This is an optimization exercise on Yosys and OpenROAD, whose aim is small area, not a production implementation. Where RTL was checked, it was by simulation tests only, not by an equivalence proof against the original. Power and IR drop assume default switching activity.

==> job 4906: inputs <==
## Top_Level2
module Top_Level2(
	CLK,
	rst,
	ps2_clk,
	Data,
	out
);
input wire	CLK;
input wire	rst;
input wire	ps2_clk;
input wire	Data;
output wire	out;
reg	[2:0] kclk_s;
reg	[1:0] kdat_s;
always @(posedge CLK)
begin
	kdat_s <= {kdat_s[0], Data};
	kclk_s[2] <= kclk_s[1];
	if (rst)
		kclk_s[1:0] <= 2'b11;
	else
		kclk_s[1:0] <= {kclk_s[0], ps2_clk};
end
wire	kclk_fall = kclk_s[2] & ~kclk_s[1];
reg	[3:0] count;
reg	[8:1] inter;
reg	prev_f0;	 
reg	trigger;
wire	stop = count[3] & count[1];
always @(posedge CLK)
begin
	if (rst)
	begin
		count <= 4'd0;
		inter <= 8'd0;
		prev_f0 <= 1'b0;
		trigger <= 1'b0;
	end
	else if (kclk_fall)
	begin
		if (stop)
		begin
			count <= 4'd0;
			trigger <= prev_f0;
			prev_f0 <= (inter == 8'hF0);
		end
		else
		begin
			count <= count + 4'd1;
			if (~count[3] & (count[2:0] == 3'd1)) inter[1] <= kdat_s[1];
			if (~count[3] & (count[2:0] == 3'd2)) inter[2] <= kdat_s[1];
			if (~count[3] & (count[2:0] == 3'd3)) inter[3] <= kdat_s[1];
			if (~count[3] & (count[2:0] == 3'd4)) inter[4] <= kdat_s[1];
			if (~count[3] & (count[2:0] == 3'd5)) inter[5] <= kdat_s[1];
			if (~count[3] & (count[2:0] == 3'd6)) inter[6] <= kdat_s[1];
			if (~count[3] & (count[2:0] == 3'd7)) inter[7] <= kdat_s[1];
			if (count[3] & ~count[0]) inter[8] <= kdat_s[1];
		end
	end
end
wire	[7:0] code = trigger ? 8'd0 : inter;
reg	[14:0] y;
always @(*)
	case (code)
	28: y = 22727; 27: y = 21452; 35: y = 20248; 43: y = 19111;
	52: y = 18038; 51: y = 17026; 59: y = 16071; 66: y = 15169;
	75: y = 14317; 76: y = 13513; 82: y = 12755; 90: y = 12039;
	21: y = 23393; 29: y = 22080; 36: y = 20841; 45: y = 19671;
	44: y = 18567; 53: y = 17525; 60: y = 16543; 67: y = 15613;
	68: y = 14737; 77: y = 13910; 84: y = 13129; 91: y = 12392;
	18: y = 22080; 26: y = 20841; 34: y = 19671; 33: y = 18567;
	42: y = 17525; 50: y = 16542; 49: y = 15613; 58: y = 14736;
	65: y = 13910; 73: y = 13129; 74: y = 12391; 89: y = 11697;
	default: y = 0;
	endcase
reg	[15:0] a;
  ...
==> module Top_Level2, before the edit <==
module Top_Level2(
	CLK,
	rst,
	ps2_clk,
	Data,
	out
);
input wire	CLK;
input wire	rst;
input wire	ps2_clk;
input wire	Data;
output wire	out;
reg	[2:0] kclk_s;
reg	[1:0] kdat_s;
always @(posedge CLK)
begin
	kdat_s <= {kdat_s[0], Data};
	kclk_s[2] <= kclk_s[1];
	if (rst)
		kclk_s[1:0] <= 2'b11;
	else
		kclk_s[1:0] <= {kclk_s[0], ps2_clk};
end
wire	kclk_fall = kclk_s[2] & ~kclk_s[1];
reg	[3:0] count;
reg	[8:1] inter;
reg	prev_f0;	 
reg	trigger;
wire	stop = count[3] & count[1];
always @(posedge CLK)
begin
	if (rst)
	begin
		count <= 4'd0;
		inter <= 8'd0;
		prev_f0 <= 1'b0;
		trigger <= 1'b0;
	end
	else if (kclk_fall)
	begin
		if (stop)
		begin
			count <= 4'd0;
			trigger <= prev_f0;
			prev_f0 <= (inter == 8'hF0);
		end
		else
		begin
			count <= count + 4'd1;
			if (~count[3] & (count[2:0] == 3'd1)) inter[1] <= kdat_s[1];
			if (~count[3] & (count[2:0] == 3'd2)) inter[2] <= kdat_s[1];
			if (~count[3] & (count[2:0] == 3'd3)) inter[3] <= kdat_s[1];
			if (~count[3] & (count[2:0] == 3'd4)) inter[4] <= kdat_s[1];
			if (~count[3] & (count[2:0] == 3'd5)) inter[5] <= kdat_s[1];
			if (~count[3] & (count[2:0] == 3'd6)) inter[6] <= kdat_s[1];
			if (~count[3] & (count[2:0] == 3'd7)) inter[7] <= kdat_s[1];
			if (count[3] & ~count[0]) inter[8] <= kdat_s[1];
		end
	end
end
wire	[7:0] code = trigger ? 8'd0 : inter;
reg	[14:0] y;
always @(*)
	case (code)
	28: y = 22727; 27: y = 21452; 35: y = 20248; 43: y = 19111;
	52: y = 18038; 51: y = 17026; 59: y = 16071; 66: y = 15169;
	75: y = 14317; 76: y = 13513; 82: y = 12755; 90: y = 12039;
	21: y = 23393; 29: y = 22080; 36: y = 20841; 45: y = 19671;
	44: y = 18567; 53: y = 17525; 60: y = 16543; 67: y = 15613;
	68: y = 14737; 77: y = 13910; 84: y = 13129; 91: y = 12392;
	18: y = 22080; 26: y = 20841; 34: y = 19671; 33: y = 18567;
	42: y = 17525; 50: y = 16542; 49: y = 15613; 58: y = 14736;
	65: y = 13910; 73: y = 13129; 74: y = 12391; 89: y = 11697;
	default: y = 0;
	endcase
reg	[15:0] a;
reg	[15:0] b;
wire	a_ge_2y = (a >= {y, 1'b0});
wire	b_gt_2y = (b > {y, 1'b0});
wire	a_le_y = (a <= {1'b0, y});
always @(posedge CLK)
begin
	if (rst | a_ge_2y)
		a <= 16'd0;
	else
		a <= a + 16'd1;
	if (rst | b_gt_2y)
		b <= 16'd0;
	else
		b <= b + 16'd1;
end
assign	out = a_le_y ? a_ge_2y : ~b_gt_2y;
endmodule
export LEC_CHECK = 0
export CAP_MARGIN = 20
export CORE_MARGIN = 2
export CORE_UTILIZATION = 40
export PLACE_DENSITY = 0.6
export SLEW_MARGIN = 20
create_clock -name core_clock -period 10.0 [get_ports {CLK}]
run.sh (not shown) runs the stock make flow with config.mk's settings and CLKGATE_MAP_FILE= SYNTH_SCRIPT=/design/flow/synth_recipe.tcl, a recipe that flattens the netlist after the stock synthesis.
==> inputs of job 7293, as changes to job 4906 <==
==> flow/design.v (replaced) <==
module clr_mux(input logic d0,
					input logic sel,
					input logic d1,
					output logic y);
					assign y= sel? d1:d0;
endmodule
module comparator #(parameter N = 8, M = 17, F = 2)
							(input logic [N-1:0] a,
							 input logic [M-1:0]c,
							output logic eq, neq, lt, lte, gt, gte);
			assign eq = (a == c);
			assign neq = (a != c);
			assign lt = (a < c);
			assign lte = (a <= F*c);
			assign gt = (a > c);
			assign gte = (a >= F*c);
endmodule
module counter #(parameter N = 8)
						(input logic clk,
						input logic reset,
						output logic [N-1:0] q);
				always_ff @(posedge clk)
					if (reset)		q <= 0;
					else				q <= q + 1;
endmodule
module decoder #(parameter N = 8, M = 10)(input logic [N-1:0] in,
														 output logic [16:0] y);
			always_comb	
			case(in)
			28: y = 22727;  
			27: y = 21452;  
			35: y = 20248;  
			43: y = 19111;  
			52: y = 18038;  
			51: y = 17026;  
			59: y = 16071;  
			66: y = 15169;  
			75: y = 14317;  
			76: y = 13513;  
			82: y = 12755;  
			90: y = 12039;  
			21: y = 23393;  
			29: y = 22080;  
			36: y = 20841;  
			45: y = 19671;  
			44: y = 18567;  
			53: y = 17525;  
			60: y = 16543;  
			67: y = 15613;  
			68: y = 14737;  
			77: y = 13910;  
			84: y = 13129;  
			91: y = 12392;  
			18: y = 22080;  
			26: y = 20841;  
			34: y = 19671;  
			33: y = 18567;  
			42: y = 17525;  
			50: y = 16542;  
			49: y = 15613;  
			58: y = 14736;  
			65: y = 13910;  
			73: y = 13129;  
			74: y = 12391;  
			89: y = 11697;  
			default: y=0;
			endcase
endmodule
				module SIPO2 #(parameter N = 10) (input logic in, clk, en, res,
										   output logic [7:0] out);
				logic [3:0] count;
				logic [N-1: 0] inter;
				logic [7:0] previous; 
				logic trigger;
				always_ff @ (posedge clk)
				begin 
					if (res)
					begin
						count <= 0;
						trigger <= 1'b0;
						previous <= 8'b0;
						inter <= '0;
					end
					else if (en)
					begin
						if (count == N)
						begin
							count <= 0;
							trigger <= (previous == 8'b11110000);
							previous <= inter[8:1];
						end
						else
						begin
							inter[count] <= in;
							count <= count + 1;
						end
					end
				end
				always_comb
				case(trigger)
				0: out = inter[8:1];
				1: out = 8'b0;
				endcase
endmodule
module Top_Level2(
	CLK,
	rst,
	ps2_clk,
	Data,
	out
);
input wire	CLK;
input wire	rst;
input wire	ps2_clk;
input wire	Data;
output wire	out;
wire	wire_1;
wire	wire_2;
wire	[16:0] y;
wire	SYNTHESIZED_WIRE_7;
wire	[16:0] SYNTHESIZED_WIRE_8;
wire	[16:0] SYNTHESIZED_WIRE_3;
wire	[7:0] SYNTHESIZED_WIRE_4;
wire	SYNTHESIZED_WIRE_6;
reg	[2:0] kclk_s;
reg	[1:0] kdat_s;
wire	kclk_fall;
always @(posedge CLK)
begin
	if (rst)
	begin
		kclk_s <= 3'b111;
		kdat_s <= 2'b11;
	end
	else
	begin
		kclk_s <= {kclk_s[1:0], ps2_clk};
		kdat_s <= {kdat_s[0], Data};
	end
end
assign	kclk_fall = kclk_s[2] & ~kclk_s[1];
SIPO2	b2v_inst(
	.in(kdat_s[1]),
	.clk(CLK),
	.en(kclk_fall),
	.res(rst),
	.out(SYNTHESIZED_WIRE_4));
	defparam	b2v_inst.N = 10;
assign	wire_2 =  ~SYNTHESIZED_WIRE_7;
comparator	b2v_inst14(
	.a(SYNTHESIZED_WIRE_8),
	.c(y),
	.lte(SYNTHESIZED_WIRE_6)
	);
	defparam	b2v_inst14.F = 1;
	defparam	b2v_inst14.M = 17;
	defparam	b2v_inst14.N = 17;
comparator	b2v_inst15(
	.a(SYNTHESIZED_WIRE_8),
	.c(y),
	.gte(wire_1));
	defparam	b2v_inst15.F = 2;
	defparam	b2v_inst15.M = 17;
	defparam	b2v_inst15.N = 17;
comparator	b2v_inst16(
	.a(SYNTHESIZED_WIRE_3),
	.c(y),
	.lte(SYNTHESIZED_WIRE_7)
	);
	defparam	b2v_inst16.F = 2;
	defparam	b2v_inst16.M = 17;
	defparam	b2v_inst16.N = 17;
counter	b2v_inst3(
	.clk(CLK),
	.reset(wire_1 | rst),
	.q(SYNTHESIZED_WIRE_8));
	defparam	b2v_inst3.N = 17;
counter	b2v_inst5(
	.clk(CLK),
	.reset(wire_2 | rst),
	.q(SYNTHESIZED_WIRE_3));
	defparam	b2v_inst5.N = 17;
decoder	b2v_inst8(
	.in(SYNTHESIZED_WIRE_4),
	.y(y));
	defparam	b2v_inst8.M = 10;
	defparam	b2v_inst8.N = 8;
clr_mux	b2v_inst9(
	.d0(SYNTHESIZED_WIRE_7),
	.sel(SYNTHESIZED_WIRE_6),
	.d1(wire_1),
	.y(out));
endmodule
==> inputs of job 8883, as changes to job 4906 <==
==> flow/flow/run.sh (new file) <==
#!/bin/bash
# Standard synthesis, then an area-oriented re-mapping of its combinational
# logic (registers untouched), then the standard layout from that netlist.
set -euo pipefail
R=orfs/results/${FLOW_PLATFORM}/Top_Level2/base
bash standard.sh synth > synth_std.log 2>&1
cp $R/1_2_yosys.v std.v
cp $FLOW_HOME/platforms/${FLOW_PLATFORM}/lib/sky130_fd_sc_hd__tt_025C_1v80.lib lib.lib
yosys -s flow/reopt.ys > reopt.log 2>&1
cp new.v $R/1_2_yosys.v
bash standard.sh finish > layout.log 2>&1
==> flow/flow/deep.abc (new file) <==
strash
&get -n
&deepsyn -T 60
&put
dch -f
map -a
topo
==> flow/flow/reopt.ys (new file) <==
# Re-map the combinational logic of the standard synthesis for area.
# Flip-flops (and tie cells) are kept as black boxes, so every register
# keeps its instance name and cell type.
read_liberty -ignore_miss_func lib.lib
blackbox sky130_fd_sc_hd__df* sky130_fd_sc_hd__sdf* sky130_fd_sc_hd__edf* sky130_fd_sc_hd__dl* sky130_fd_sc_hd__conb*
read_verilog std.v
hierarchy -top Top_Level2
flatten
opt -purge
abc -liberty lib.lib -dont_use sky130_fd_sc_hd__probe_p_8 -dont_use sky130_fd_sc_hd__probec_p_8 -dont_use sky130_fd_sc_hd__lpflow_bleeder_1 -dont_use sky130_fd_sc_hd__lpflow_clkbufkapwr_1 -dont_use sky130_fd_sc_hd__lpflow_clkbufkapwr_16 -dont_use sky130_fd_sc_hd__lpflow_clkbufkapwr_2 -dont_use sky130_fd_sc_hd__lpflow_clkbufkapwr_4 -dont_use sky130_fd_sc_hd__lpflow_clkbufkapwr_8 -dont_use sky130_fd_sc_hd__lpflow_clkinvkapwr_1 -dont_use sky130_fd_sc_hd__lpflow_clkinvkapwr_16 -dont_use sky130_fd_sc_hd__lpflow_clkinvkapwr_2 -dont_use sky130_fd_sc_hd__lpflow_clkinvkapwr_4 -dont_use sky130_fd_sc_hd__lpflow_clkinvkapwr_8 -dont_use sky130_fd_sc_hd__lpflow_decapkapwr_12 -dont_use sky130_fd_sc_hd__lpflow_decapkapwr_3 -dont_use sky130_fd_sc_hd__lpflow_decapkapwr_4 -dont_use sky130_fd_sc_hd__lpflow_decapkapwr_6 -dont_use sky130_fd_sc_hd__lpflow_decapkapwr_8 -dont_use sky130_fd_sc_hd__lpflow_inputiso0n_1 -dont_use sky130_fd_sc_hd__lpflow_inputiso0p_1 -dont_use sky130_fd_sc_hd__lpflow_inputiso1n_1 -dont_use sky130_fd_sc_hd__lpflow_inputiso1p_1 -dont_use sky130_fd_sc_hd__lpflow_inputisolatch_1 -dont_use sky130_fd_sc_hd__lpflow_isobufsrc_1 -dont_use sky130_fd_sc_hd__lpflow_isobufsrc_16 -dont_use sky130_fd_sc_hd__lpflow_isobufsrc_2 -dont_use sky130_fd_sc_hd__lpflow_isobufsrc_4 -dont_use sky130_fd_sc_hd__lpflow_isobufsrc_8 -dont_use sky130_fd_sc_hd__lpflow_isobufsrckapwr_16 -dont_use sky130_fd_sc_hd__lpflow_lsbuf_lh_hl_isowell_tap_1 -dont_use sky130_fd_sc_hd__lpflow_lsbuf_lh_hl_isowell_tap_2 -dont_use sky130_fd_sc_hd__lpflow_lsbuf_lh_hl_isowell_tap_4 -dont_use sky130_fd_sc_hd__lpflow_lsbuf_lh_isowell_4 -dont_use sky130_fd_sc_hd__lpflow_lsbuf_lh_isowell_tap_1 -dont_use sky130_fd_sc_hd__lpflow_lsbuf_lh_isowell_tap_2 -dont_use sky130_fd_sc_hd__lpflow_lsbuf_lh_isowell_tap_4  -script flow/deep.abc
opt_clean -purge
hilomap -singleton -hicell sky130_fd_sc_hd__conb_1 HI -locell sky130_fd_sc_hd__conb_1 LO
splitnets
opt_clean -purge
stat -liberty lib.lib
write_verilog -noattr -nohex -nodec new.v
==> flow/standard.sh (new file) <==
#!/bin/bash
# synth_recipe.tcl (not shown) runs the flow's synth.tcl, then flattens the netlist and writes it again
# the make line also repeats each setting of config.mk as NAME=value (left out here)
make -C /OpenROAD-flow-scripts/flow DESIGN_CONFIG=/design/flow/config.mk WORK_HOME=/design/flow/orfs CLKGATE_MAP_FILE= SYNTH_SCRIPT=/design/flow/synth_recipe.tcl "${@:-finish}"
removed: flow/run.sh
==> flow_metrics.py <==
metrics = {
    "placement": {
        "dp_hpwl_um": 9063,
    },
    "synthesis": {
        "synth_edf_count": 0,
        "synth.most_common_cell": "nor2_1",
        "synthArstFlopShare": 0,
    },
    "timing": {
        "fin_skew_ns": 0.01606,
    },
    "global_route": {
        "use_met1": 0.2844,
        "track_usage": 0.2107,
    },
    "clock_tree": {
        "clk_pin_slew_ns": 0.09,
    },
    "status": {
        "status": "no timing/DRC/antenna violations",
    },
    "route": {
        "totalWireLength_um": 11900,
    },
}
The numbers above come from job 4906.

==> flow_metrics.py <==
metrics = {
    "synthesis": {
        "synth.most_common_cell": "nor2_1",
        "synthArstFlopShare": 0,
        "synth_edf_count": 0,
    },
    "route": {
        "totalWireLength_um": 13450,
    },
    "status": {
        "status": "no timing/DRC/antenna violations",
    },
    "placement": {
        "dp_hpwl_um": 9936,
    },
    "clock_tree": {
        "clk_pin_slew_ns": 0.05,
    },
    "timing": {
        "fin_skew_ns": 0.005606,
    },
    "global_route": {
        "track_usage": 0.2181,
        "use_met1": 0.3035,
    },
}
The numbers above come from job 7293.

==> flow_metrics.py <==
metrics = {
    "timing": {
        "finalWorstSetupSlack_ns": 2.062,
        "fin_skew_ns": 0.01399,
        "finalSetupViolCount": 0,
    },
    "route": {
        "totalWireLength_um": 8570,
        "viasPerCell": 5.488,
    },
    "power": {
        "switching_power_uw": 82.65,
    },
    "placement": {
        "dp_hpwl_um": 6838,
    },
    "status": {
        "status": "no timing/DRC/antenna violations",
    },
    "global_route": {
        "track_usage": 0.2097,
        "busiest_layer": "met2",
        "use_met1": 0.2924,
    },
}
The numbers above come from job 8883.

Only the layout flow was run in job 7293; the RTL was not checked for function there.

-- what the ideal ports hide --
The results above use ideal ports. As a check the final layouts listed here were re-extracted and re-timed, cells and wires unchanged. Step 1: set_driving_cell puts a clkbuf_16 on CLK and a buf_2 on each other input, an assumption about the parent block. Step 2 times the ports against the registers' clock, not the clock port: input delays grow and output delays shrink by t, the midpoint of the rising clock arrivals with the driver on. Three values: no drivers, after step 1, after step 2; two values: the first two.
| run | shift t [ns] | slack for setup (ns) | hold slack, ns |
|---|---|---|---|
| job 4906 | 0.337 | 2.907 / 2.872 / 3.209 | 0.337 / 0.337 / 0.337 |
| job 7293 | 0.366 | 2.466 / 2.427 / 2.793 | 0.412 / 0.412 / 0.412 |
| job 8883 | 0.316 | 2.062 / 2.036 / 2.352 | 0.329 / 0.329 / 0.329 |
After both steps setup and hold are still met in every run listed.
